This is an optimization exercise on Yosys and OpenROAD, whose aim is small area, a short achievable clock period and few clock cycles, not a production implementation. Function was checked by simulation only, so behaviour that the tests miss may differ from the original.

## exu
module exu(
	input wire clk,
	input wire rstn,
	input wire [19:0] ex_sig,
	input wire [31:0] ex_src1,
	input wire [31:0] ex_src2,
	input wire ex_out_valid,
	output reg [31:0] ex_result,
	output wire [2:0] ex_exception,
	output reg ex_in_valid
	);
	assign ex_exception = 3'd0;
	reg st_mul, st_fa1, st_fa2, st_dneg, st_dnorm, st_diter, st_dfix,
	    st_x0, st_lm1, st_lm2;
	wire idle = ~(st_mul | st_fa1 | st_fa2 | st_dneg | st_dnorm | st_diter |
	              st_dfix | st_x0 | st_lm1 | st_lm2);
	reg ph_sq, ph_m1;      
	reg [32:0] MA;         
	reg [31:0] A, B, Q;
	reg [32:0] P;
	reg [12:0] X;
	reg [7:0] EY0, EY1;
	reg SY, SWP, F1, FSUB, SGL;
	reg [4:0] cnt;
	reg sA, sB;
	reg o_fdiv, o_div, o_rem, o_sdiv;
	reg SIGX, SIGD;
	reg [4:0] osel;        
	reg os_cmp, os_sg, R0;
	wire [31:0] i1 = ex_src1;
	wire [31:0] i2 = ex_src2;
	wire eq31 = i1[30:0] == i2[30:0];
	wire lt31 = i1[30:0] < i2[30:0];
	wire gt31 = ~lt31 & ~eq31;
	wire feq = eq31 & (i1[31] == i2[31]);
	wire flt = (i1[31] & ~i2[31]) | (~i1[31] & ~i2[31] & lt31) | (i1[31] & i2[31] & gt31);
	wire flt_r = (i2[31] & ~i1[31]) | (~i2[31] & ~i1[31] & gt31) | (i2[31] & i1[31] & lt31);
	wire fle = ~flt_r;
	wire cmp_bit = (ex_sig[12] & feq) | (ex_sig[13] & flt) | (ex_sig[14] & fle) |
	               (ex_sig[15] & i2[31]) | (ex_sig[16] & ~i2[31]);
	wire is_cmp = |ex_sig[16:12];
	wire is_imul = |ex_sig[3:0];
	wire is_div = |ex_sig[7:4];
	wire is_fadd = ex_sig[8] | ex_sig[9];
	wire [8:0] ed = {1'b0, i1[30:23]} - {1'b0, i2[30:23]};
	wire [7:0] sm_i = ed[8] ? (i2[30:23] - i1[30:23]) : ed[7:0];
	wire fa_sy = gt31 ? i1[31] : (i2[31] ^ ex_sig[9]);
	wire [32:0] ma = MA;
	wire last = cnt == 5'd0;
	wire sd = last & sB & Q[7];
	wire [40:0] t;
	mstep mstep_u (.ma(ma), .d({sd, Q[7:0]}), .P(P), .t(t));
	wire [22:0] mymux = P[23] ? P[22:0] : {P[21:0], Q[31]};
  ...
Size: roughly 120 I/O pins, roughly 0.044 mm2 of cells after synthesis.
clock: 10.0 ns
lec_check: 0
abc_clock_period_in_ps: 5000
cap_margin: 30
core_margin: 2
core_utilization: 45
setup_slack_margin: 4
slew_margin: 30
tns_end_percent: 10
run.sh (not shown) runs the stock make flow with config.mk's settings and CLKGATE_MAP_FILE= SYNTH_SCRIPT=/design/flow/synth_recipe.tcl, a recipe that flattens the netlist after the stock synthesis.
Testbench counts at the start, summed over its fixed seeds: cycles 125,594.
Change:
--- a/flow/design.v
+++ b/flow/design.v
@@ -109,48 +109,48 @@
 	                {2'b0, xe} + (o_fdiv ? ~{2'b0, B[30:23]} : {2'b0, B[30:23]}) + (o_fdiv ? 10'd127 : 10'h381);
 	wire [9:0] D1 = D0 + 10'd1;
 	wire [7:0] ey0_n = (D0[9] | fzero) ? 8'd0 : D0[7:0];
 	wire [7:0] ey1_n = (D1[9] | fzero) ? 8'd0 : D1[7:0];
 	wire [22:0] mix2 = {X[10:0], 12'd0} - mymux;
 	always @(posedge clk) begin
 		if (~rstn) begin
 			{st_mul, st_fa1, st_fa2, st_dneg, st_dnorm, st_diter, st_dfix, st_x0, st_lm1, st_lm2} <= 10'd0;
 			ex_in_valid <= 1'b0;
 		end else begin
 			ex_in_valid <= 1'b0;
 			if (idle & ex_out_valid) begin
-				A <= ex_sig[11] ? {7'd0, 1'b1, 13'd0, 11'd0} + {22'd0, 1'b1, ex_src2[22:13]} + 32'd1 : ex_src1;
+				A <= ex_sig[11] ? 32'd8385537 + {22'd0, ex_src2[22:13]} - {9'd0, ex_src2[22:13], 13'd0} : ex_src1;
 				B <= ex_src2;
 				sA <= ex_sig[1] | ex_sig[2];
 				sB <= ex_sig[1];
 				MA <= ex_sig[10] ? {10'd1, ex_src1[22:0]} : {(ex_sig[1] | ex_sig[2]) & ex_src1[31], ex_src1};
 				ph_sq <= 1'b0;
 				ph_m1 <= 1'b0;
 				o_fdiv <= ex_sig[11];
 				o_div <= ex_sig[4] | ex_sig[5];
 				o_rem <= ex_sig[6] | ex_sig[7];
 				o_sdiv <= ex_sig[4] | ex_sig[6];
 				SIGX <= ex_src1[31];
 				SIGD <= ex_src2[31];
 				FSUB <= ex_sig[9];
 				SY <= is_fadd ? fa_sy : (ex_src1[31] ^ ex_src2[31]);
 				SWP <= lt31;
 				EY0 <= sm_i;
 				R0 <= cmp_bit;
 				P <= ex_sig[11] ? {1'b0, ex_src1} : 33'd0;
 				Q <= ex_sig[10] ? {8'd0, 1'b1, ex_src2[22:0]} :
-				     ex_sig[11] ? {8'd0, 1'b1, ex_src2[22:13], 1'b1, 12'd0} : ex_src2;
-				X <= 13'd0;
-				cnt <= ex_sig[10] ? 5'd2 : ex_sig[11] ? 5'd6 : 5'd3;
-				SGL <= 1'b1;
+				     ex_sig[11] ? {9'd0, 1'b1, ex_src2[22:13], 1'b1, 11'd0} : ex_src2;
+				X <= 13'd1;
+				cnt <= ex_sig[10] ? 5'd2 : ex_sig[11] ? 5'd5 : 5'd3;
+				SGL <= 1'b0;
 				os_cmp <= |ex_sig[14:12];
 				os_sg <= ex_sig[15] | ex_sig[16];
 				osel <= {ex_sig[10] | ex_sig[11], ex_sig[4] | ex_sig[5], ex_sig[6] | ex_sig[7], ex_sig[0], ~(ex_sig[0] | is_div | ex_sig[10] | ex_sig[11] | is_cmp)};
 				ex_in_valid <= is_cmp;
 				st_mul <= is_imul | ex_sig[10];
 				st_fa1 <= is_fadd;
 				st_dneg <= is_div & (ex_sig[4] | ex_sig[6]) & (ex_src1[31] | ex_src2[31]);
 				st_dnorm <= is_div & ~((ex_sig[4] | ex_sig[6]) & (ex_src1[31] | ex_src2[31]));
 				st_x0 <= ex_sig[11];
 			end
 			if (st_mul) begin
 				P <= t[40:8];
@@ -171,28 +171,34 @@
 				ex_in_valid <= 1'b1;
 			end
 			if (st_dneg) begin
 				if (o_sdiv & A[31]) A <= negA;
 				if (o_sdiv & B[31]) B <= negB;
 				st_dneg <= 1'b0;
 				st_dnorm <= 1'b1;
 			end
 			if (st_dnorm) begin
 				st_dnorm <= 1'b0;
 				if (B == 32'd0) begin
 					B <= 32'hffffffff;
-					st_dfix <= 1'b1;
+					if (o_sdiv & ((o_div & (SIGX ^ SIGD)) | (o_rem & SIGX)))
+						st_dfix <= 1'b1;
+					else
+						ex_in_valid <= 1'b1;
 				end else if (nsh[6]) begin
 					B <= 32'd0;
-					st_dfix <= 1'b1;
+					if (o_sdiv & o_rem & SIGX)
+						st_dfix <= 1'b1;
+					else
+						ex_in_valid <= 1'b1;
 				end else begin
 					Q <= Bsh;
 					B <= 32'd0;
 					cnt <= {1'b0, nsh[4:1]};
 					SGL <= ~nsh[0];
 					st_diter <= 1'b1;
 				end
 			end
 			if (st_diter) begin
 				A <= dr2;
 				B <= SGL ? {B[30:0], dge} : {B[29:0], dge, dge2};
 				Q <= dq2;
Outcome: Count of clock-buffer cells in the layout grows by 5; cell area increases by 4.9%; wire length rose by 6.5%; worst hold slack stays flat; non-clock buffer count rises by 67; fmax is higher by 3.5%; via count climbs by 5.3%; die area climbs by 3.0%; final cell count rises by 4.2%; setup slack gets better by 0.22 ns; first-iteration DRC count came out higher by 10%; core utilization came out higher by 0.85 points.
Testbench counts after the change, summed over its fixed seeds: cycles 122,462.

==> afterwards: timing with drivers on the ports <==
The flow's constraints put no driver on any port. The routed layouts listed below were extracted and timed again, unchanged, in two steps. Step 1 assumes that a clkbuf_16 drives the clock port and a buf_2 every other input. Step 2 moves the port delays by t, midway between the first and last clock arrival at a register: inputs arrive t later, outputs are due t later. That takes back most of the time a late clock gives input paths. Three values: no drivers, after step 1, after step 2; two values: the first two.
run	t, ns	slack for setup (ns)	hold slack, ns	worst setup path after step 2
the first run	0.702	3.591 / 3.591 / 3.288	0.502 / 0.502 / 0.502	input to register
the second run	0.678	3.808 / 3.808 / 3.573	0.501 / 0.501 / 0.501	input to register
After both steps every run listed still meets setup and hold. For the first run, which loses most, drivers alone change the setup slack by 0.000 ns; drivers and shift together by -0.303 ns.
